Context: an optimization exercise on an open-source flow, tuned for small area and a short achievable clock period. The choices shown serve that exercise and are no tape-out recipe.
Where RTL was checked, it was by simulation tests only, not by an equivalence proof against the original.
Power is estimated from default activity; no workload was simulated.

Setup of pine:
// TPU_optimized
module TPU_optimized #(
    parameter DEPTH     = 4,
    parameter BIT_WIDTH = 8,
    parameter ACC_WIDTH = 24
)
(
    input clk,
    input control,
    input [(BIT_WIDTH*DEPTH)-1:0] data_arr,
    input [(BIT_WIDTH*DEPTH)-1:0] wt_arr,
    output [(ACC_WIDTH*DEPTH)-1:0] acc_out
);
Size: roughly 4,300 cells after synthesis, roughly 160 I/O pins, ~0.045 mm² of cells after synthesis.
make LEC_CHECK=0 CAP_MARGIN=20 CORE_MARGIN=2 CORE_UTILIZATION=40 SETUP_SLACK_MARGIN=4.3 SLEW_MARGIN=20 finish   # period 7.5 ns
run.sh (not shown) runs the stock make flow with config.mk's settings and CLKGATE_MAP_FILE= SYNTH_SCRIPT=/design/flow/synth_recipe.tcl, a recipe that flattens the netlist after the stock synthesis.
### pine -> cedar
diff --git a/flow/design.v b/flow/design.v
--- a/flow/design.v
+++ b/flow/design.v
@@ -63,32 +63,32 @@
     reg [17:0] s3_3_1;
     reg [17:0] o3;
     wire [7:0] d0 = data_arr[7:0];
     wire [11:0] sel0_d = {control & d0[6] & d0[7], control & ~d0[6] & d0[7], control & d0[6] & ~d0[7], control & d0[4] & d0[5], control & ~d0[4] & d0[5], control & d0[4] & ~d0[5], control & d0[2] & d0[3], control & ~d0[2] & d0[3], control & d0[2] & ~d0[3], control & d0[0] & d0[1], control & ~d0[0] & d0[1], control & d0[0] & ~d0[1]};
     wire [7:0] d1 = data_arr[15:8];
     wire [11:0] sel1_d = {control & d1[6] & d1[7], control & ~d1[6] & d1[7], control & d1[6] & ~d1[7], control & d1[4] & d1[5], control & ~d1[4] & d1[5], control & d1[4] & ~d1[5], control & d1[2] & d1[3], control & ~d1[2] & d1[3], control & d1[2] & ~d1[3], control & d1[0] & d1[1], control & ~d1[0] & d1[1], control & d1[0] & ~d1[1]};
     wire [7:0] d2 = data_arr[23:16];
     wire [11:0] sel2_d = {control & d2[6] & d2[7], control & ~d2[6] & d2[7], control & d2[6] & ~d2[7], control & d2[4] & d2[5], control & ~d2[4] & d2[5], control & d2[4] & ~d2[5], control & d2[2] & d2[3], control & ~d2[2] & d2[3], control & d2[2] & ~d2[3], control & d2[0] & d2[1], control & ~d2[0] & d2[1], control & d2[0] & ~d2[1]};
     wire [7:0] w0 = wt_arr[7:0];
-    wire [7:0] wr0_d = w0;
     wire [9:0] w3_0 = {2'b00, w0} + {1'b0, w0, 1'b0};
+    wire [7:0] wr0_d = w0;
     wire [9:0] w3r0_d = w3_0;
     wire [7:0] w1 = wt_arr[15:8];
-    wire [7:0] wr1_d = w1;
     wire [9:0] w3_1 = {2'b00, w1} + {1'b0, w1, 1'b0};
+    wire [7:0] wr1_d = w1;
     wire [9:0] w3r1_d = w3_1;
     wire [7:0] w2 = wt_arr[23:16];
-    wire [7:0] wr2_d = w2;
     wire [9:0] w3_2 = {2'b00, w2} + {1'b0, w2, 1'b0};
+    wire [7:0] wr2_d = w2;
     wire [9:0] w3r2_d = w3_2;
     wire [7:0] w3 = wt_arr[31:24];
-    wire [7:0] wr3_d = w3;
     wire [9:0] w3_3 = {2'b00, w3} + {1'b0, w3, 1'b0};
+    wire [7:0] wr3_d = w3;
     wire [9:0] w3r3_d = w3_3;
     wire [7:0] d3g = data_arr[31:24];
     wire pp1 = d3g[0] & w0[0];
     wire pp2 = d3g[0] & w0[1];
     wire pp3 = d3g[0] & w0[2];
     wire pp4 = d3g[0] & w0[3];
     wire pp5 = d3g[0] & w0[4];
     wire pp6 = d3g[0] & w0[5];
     wire pp7 = d3g[0] & w0[6];
### Flow results
- [compare] base=pine new=cedar: total power ~0 delta, fraction of standard cell area in multi-input logic now sits at about the same level, time the final worst path needs with I/O delays and setup about even, post-layout utilization of the core closely matched the old numbers, wire length of the first global-routing pass did not really move.
- Between pine and cedar, the setup slack figures differ only marginally.
Function not checked in cedar: the RTL went through the layout flow alone.

--- another note on this design; it stands on its own ---

Design TPU_optimized, start of the top module:
module TPU_optimized #(
    parameter DEPTH     = 4,
    parameter BIT_WIDTH = 8,
    parameter ACC_WIDTH = 24
)
(
    input clk,
    input control,
    input [(BIT_WIDTH*DEPTH)-1:0] data_arr,
    input [(BIT_WIDTH*DEPTH)-1:0] wt_arr,
    output [(ACC_WIDTH*DEPTH)-1:0] acc_out
);
    reg [11:0] sel0;
    reg [11:0] sel1;
    reg [11:0] sel2;
    reg [7:0] wr0;
    reg [9:0] w3r0;
    reg [7:0] wr1;
    reg [9:0] w3r1;
    reg [7:0] wr2;
    reg [9:0] w3r2;
    reg [7:0] wr3;
    reg [9:0] w3r3;
    reg [11:0] sel0d;
    reg [7:0] wrd0;
    reg [9:0] w3rd0;
    reg [7:0] wrd1;
    reg [9:0] w3rd1;
    reg [7:0] wrd2;
    reg [9:0] w3rd2;
    reg [7:0] wrd3;
    reg [9:0] w3rd3;
    reg [15:0] p3_0_0;
    reg [15:0] p3_0_1;
    reg [15:0] p3_1_0;
    reg [15:0] p3_1_1;
    reg [15:0] p3_2_0;
    reg [15:0] p3_2_1;
    reg [15:0] p3_3_0;
    reg [15:0] p3_3_1;
    reg [16:0] s2_0_0;
    reg [16:0] s2_0_1;
    reg [17:0] s3_0_0;
    reg [17:0] s3_0_1;
    reg [17:0] o0;
    reg [16:0] s2_1_0;
    reg [16:0] s2_1_1;
    reg [17:0] s3_1_0;
    reg [17:0] s3_1_1;
    reg [17:0] o1;
    reg [16:0] s2_2_0;
    reg [16:0] s2_2_1;
    reg [17:0] s3_2_0;
    reg [17:0] s3_2_1;
    reg [17:0] o2;
    reg [16:0] s2_3_0;
    reg [16:0] s2_3_1;
    reg [17:0] s3_3_0;
    reg [17:0] s3_3_1;
    reg [17:0] o3;
    wire [7:0] d0 = data_arr[7:0];
    wire [11:0] sel0_d = {control & d0[6] & d0[7], control & ~d0[6] & d0[7], control & d0[6] & ~d0[7], control & d0[4] & d0[5], control & ~d0[4] & d0[5], control & d0[4] & ~d0[5], control & d0[2] & d0[3], control & ~d0[2] & d0[3], control & d0[2] & ~d0[3], control & d0[0] & d0[1], control & ~d0[0] & d0[1], control & d0[0] & ~d0[1]};
    wire [7:0] d1 = data_arr[15:8];
    wire [11:0] sel1_d = {control & d1[6] & d1[7], control & ~d1[6] & d1[7], control & d1[6] & ~d1[7], control & d1[4] & d1[5], control & ~d1[4] & d1[5], control & d1[4] & ~d1[5], control & d1[2] & d1[3], control & ~d1[2] & d1[3], control & d1[2] & ~d1[3], control & d1[0] & d1[1], control & ~d1[0] & d1[1], control & d1[0] & ~d1[1]};
    wire [7:0] d2 = data_arr[23:16];
  ...
export LEC_CHECK = 0
export CAP_MARGIN = 20
export CORE_MARGIN = 2
export CORE_UTILIZATION = 40
export CTS_CLUSTER_DIAMETER = 100
export CTS_CLUSTER_SIZE = 30
export SETUP_SLACK_MARGIN = 4.1
export SLEW_MARGIN = 20
create_clock -name core_clock -period 7.5 [get_ports {clk}]
standard.sh (not shown) runs the stock make flow with config.mk's settings and CLKGATE_MAP_FILE= SYNTH_SCRIPT=/design/flow/synth_recipe.tcl, a recipe that flattens the netlist after the stock synthesis.
==> flow/flow/run.sh <==
#!/bin/bash
# Layout flow: the standard ORFS flow (standard.sh, unchanged synthesis), with
# the port buffers that placement inserts on every input and output made
# sky130_fd_sc_hd__buf_4 instead of the resizer's default delay-buffer choice.
# Each tool's full output stays in orfs/logs/; make's own output goes to
# flow_make.log in the work folder.
set -euo pipefail
export BUFFER_PORTS_ARGS="-buffer_cell sky130_fd_sc_hd__buf_4"
bash standard.sh > flow_make.log 2>&1
The first run ran to the end with no violations.
Rerun with:
- CTS_CLUSTER_DIAMETER: 100 -> 80
- CTS_CLUSTER_SIZE: 30 -> 24
- TNS_END_PERCENT: default -> 5
Outcome: Sequential share of layout area barely changes. Final area is about the same. Combinational power stays flat. Via count goes up by 0.89%.
Rerun with:
- TNS_END_PERCENT: 5 -> default
Outcome:
- die area stays the same
- count of clock-buffer cells in the layout is lower by 4
- wire length is about the same

--- another note on this design; it stands on its own ---

Setup of job 5796:
Design TPU_optimized, start of the top module:
module TPU_optimized #(
    parameter DEPTH     = 4,
    parameter BIT_WIDTH = 8,
    parameter ACC_WIDTH = 24
)
(
    input clk,
    input control,
    input [(BIT_WIDTH*DEPTH)-1:0] data_arr,
    input [(BIT_WIDTH*DEPTH)-1:0] wt_arr,
    output [(ACC_WIDTH*DEPTH)-1:0] acc_out
);
clock: 7.5 ns
lec_check: 0
cap_margin: 20
core_margin: 2
core_utilization: 40
cts_cluster_diameter: 80
cts_cluster_size: 24
place_density: 0.72
setup_slack_margin: 4.1
slew_margin: 20
standard.sh (not shown) runs the stock make flow with config.mk's settings and CLKGATE_MAP_FILE= SYNTH_SCRIPT=/design/flow/synth_recipe.tcl, a recipe that flattens the netlist after the stock synthesis.
==> flow/flow/run.sh <==
#!/bin/bash
# Layout flow: the standard ORFS flow (standard.sh, unchanged synthesis), with
# the port buffers that placement inserts on every input and output made
# sky130_fd_sc_hd__buf_4 instead of the resizer's default delay-buffer choice.
# Each tool's full output stays in orfs/logs/; make's own output goes to
# flow_make.log in the work folder.
set -euo pipefail
export BUFFER_PORTS_ARGS="-buffer_cell sky130_fd_sc_hd__buf_4"
bash standard.sh > flow_make.log 2>&1
--- input diff job 5796..job 2671 ---
Settings: CTS_CLUSTER_DIAMETER removed (was 80); CTS_CLUSTER_SIZE removed (was 24); PLACE_DENSITY removed (was 0.72); CTS_BUF_LIST newly set to sky130_fd_sc_hd__clkbuf_4 sky130_fd_sc_hd__clkbuf_8; SETUP_SLACK_MARGIN changed from 4.1 to 3.9.
==> flow/run.sh (new file) <==
#!/bin/bash
# synth_recipe.tcl (not shown) runs the flow's synth.tcl, then flattens the netlist and writes it again
# the make line also repeats each setting of config.mk as NAME=value (left out here)
make -C /OpenROAD-flow-scripts/flow DESIGN_CONFIG=/design/flow/config.mk WORK_HOME=/design/flow/orfs CLKGATE_MAP_FILE= SYNTH_SCRIPT=/design/flow/synth_recipe.tcl finish
removed: flow/flow/run.sh
removed: flow/standard.sh
==> run notes <==
NOTE: post-detailed-routing wire length in job 2671 exceeds that of job 5796
Against job 5796, total power in job 2671 came out worse.
Ratio of cells with drive above 1 in the final layout sits lower in job 2671 than in job 5796.

--- another note on this design; it stands on its own ---

==> 02-03 <==
Design TPU_optimized, start of the top module:
module TPU_optimized #(
    parameter DEPTH     = 4,
    parameter BIT_WIDTH = 8,
    parameter ACC_WIDTH = 24
)
(
    input clk,
    input control,
    input [(BIT_WIDTH*DEPTH)-1:0] data_arr,
    input [(BIT_WIDTH*DEPTH)-1:0] wt_arr,
    output [(ACC_WIDTH*DEPTH)-1:0] acc_out
);
Settings: LEC_CHECK=0, CAP_MARGIN=20, CORE_MARGIN=2, CORE_UTILIZATION=40, SETUP_SLACK_MARGIN=4.4, SLEW_MARGIN=20; clock period 7.5 ns.
standard.sh (not shown) runs the stock make flow with config.mk's settings and CLKGATE_MAP_FILE= SYNTH_SCRIPT=/design/flow/synth_recipe.tcl, a recipe that flattens the netlist after the stock synthesis.
==> flow/flow/run.sh <==
#!/bin/bash
# Layout flow: the standard ORFS flow (standard.sh, unchanged synthesis), with
# the port buffers that placement inserts on every input and output made
# sky130_fd_sc_hd__buf_4 instead of the resizer's default delay-buffer choice.
# Each tool's full output stays in orfs/logs/; make's own output goes to
# flow_make.log in the work folder.
set -euo pipefail
export BUFFER_PORTS_ARGS="-buffer_cell sky130_fd_sc_hd__buf_4"
bash standard.sh > flow_make.log 2>&1
==> inputs of 11-27, as changes to 02-03 <==
--- a/flow/config.mk
+++ b/flow/config.mk
@@ -8,5 +8,7 @@
 export CAP_MARGIN = 20
 export CORE_MARGIN = 2
 export CORE_UTILIZATION = 40
-export SETUP_SLACK_MARGIN = 4.4
+export CTS_CLUSTER_DIAMETER = 80
+export CTS_CLUSTER_SIZE = 24
+export SETUP_SLACK_MARGIN = 3.95
 export SLEW_MARGIN = 20
==> impl_results.md <==
- Status: timing/DRC/antenna clean
- Slew margin rel.: roughly two fifths
- Met1 usage: between 20 and 30%
- Detailed-router iteration count before antenna repair: 15
- Antenna Diode Count: 2
- Hold Startpoint: sel0[8]$_DFF_P_
- P_clk: ~4 mW
- Crit path max fanout: 8
The numbers above come from 02-03.

==> impl_results.md <==
- Leakage: around 22 nW
- Crit path max fanout: 32
- Status: timing/DRC/antenna clean
- Metal-1 WL: between 40,000 and 50,000 um
- Combinational power: ~7 mW
- P_clk: between 2 and 3 mW
- Initial antenna violation count: 1
- Hold Startpoint: sel0[0]$_DFF_P_
- Crit path DAT: a little under 4 ns
The numbers above come from 11-27.


========
==> inputs of exp/sierra <==
Another version of the RTL of TPU_optimized (not shown whole).
export LEC_CHECK = 0
export ABC_CLOCK_PERIOD_IN_PS = 2500
export CAP_MARGIN = 20
export CORE_MARGIN = 2
export CORE_UTILIZATION = 40
export SLEW_MARGIN = 20
create_clock -name core_clock -period 7.5 [get_ports {clk}]
run.sh (not shown) runs the stock make flow with config.mk's settings and CLKGATE_MAP_FILE= SYNTH_SCRIPT=/design/flow/synth_recipe.tcl, a recipe that flattens the netlist after the stock synthesis.
Stock flow here: none of the scripts above is used.
==> exp/garnet: changes against exp/sierra <==
Settings changed: ABC_CLOCK_PERIOD_IN_PS 2500 to unset.
==> flow_summary.ini <==
[setup_path]
r2r_slack_ns = 2.49
critical_path_class = flip-flop to flip-flop

[synthesis]
synthMuxAreaShare = 0
synth_most_common_cell = inv_1
syn_area_um2 = 38800
synthDistinctLibCells = 63

[status]
status = timing/DRC/antenna clean

[global_routing]
gr-total-overflow = 0
grt_pass1_wl_um = 168000
antenna_found_initial = 1

[place]
port_buffers = 137

[worst_hold_path]
min_to = col[2].s2[0]$_DFF_P_

[floorplanning]
die_y_um = 315

[final_layout]
nClkBuffers = 67
buffers = 238

[timing]
period_share = 0.667
the above is filed under exp/garnet

==> flow_summary.ini <==
[place]
port_buffers = 137

[final_layout]
nClkBuffers = 67
buffers = 238

[status]
status = timing/DRC/antenna clean

[global_routing]
grt_pass1_wl_um = 168000
antenna_found_initial = 1
gr-total-overflow = 0

[synthesis]
synthMuxAreaShare = 0
syn_area_um2 = 38800

[worst_hold_path]
min_to = col[2].s2[0]$_DFF_P_

[setup_path]
critical_path_class = flip-flop to flip-flop

[timing]
period_share = 0.667
the above is filed under exp/sierra

No functional check of the RTL was part of any run of this note.

==> what the ideal ports hide <==
The flow's constraints put no driver on any port. The routed layouts listed below were extracted and timed again, unchanged, in two steps.
Step 1, drivers: a clkbuf_16 drives clk and a buf_2 each remaining input, both assumed.
Step 2 moves the port delays by t, midway between the first and last clock arrival at a register: inputs arrive t later, outputs are due t later. That takes back most of the time a late clock gives input paths.
Three values: no drivers, after step 1, after step 2; two values: the first two.
run | t, ns | setup WS [ns] | worst data-port slew with drivers (ns)
pine | 0.705 | 4.081 / 4.081 / 3.684 | 0.08
cedar | 0.705 | 4.081 / 4.081 / 3.684 | 0.08
the first run of note 2 | 0.715 | 4.170 / 4.181 / 3.467 | 0.09
the second run of note 2 | 0.702 | 4.057 / 4.076 / 3.374 | 0.08
the third run of note 2 | 0.680 | 4.174 / 4.159 / 3.479 | 0.09
job 5796 | 0.685 | 4.127 / 4.127 / 3.473 | 0.11
job 2671 | 0.811 | 3.953 / 3.981 / 3.169 | 0.10
02-03 | 0.688 | 4.256 / 4.030 / 3.342 | 0.32
11-27 | 0.679 | 4.051 / 4.058 / 3.401 | 0.10
exp/sierra | 0.680 | 2.495 / 2.495 / 2.495 | 0.08
exp/garnet | 0.680 | 2.495 / 2.495 / 2.495 | 0.08
After both steps setup and hold are still met in every run listed. For 02-03, which loses most, drivers alone change the setup slack by -0.226 ns; drivers and shift together by -0.914 ns.
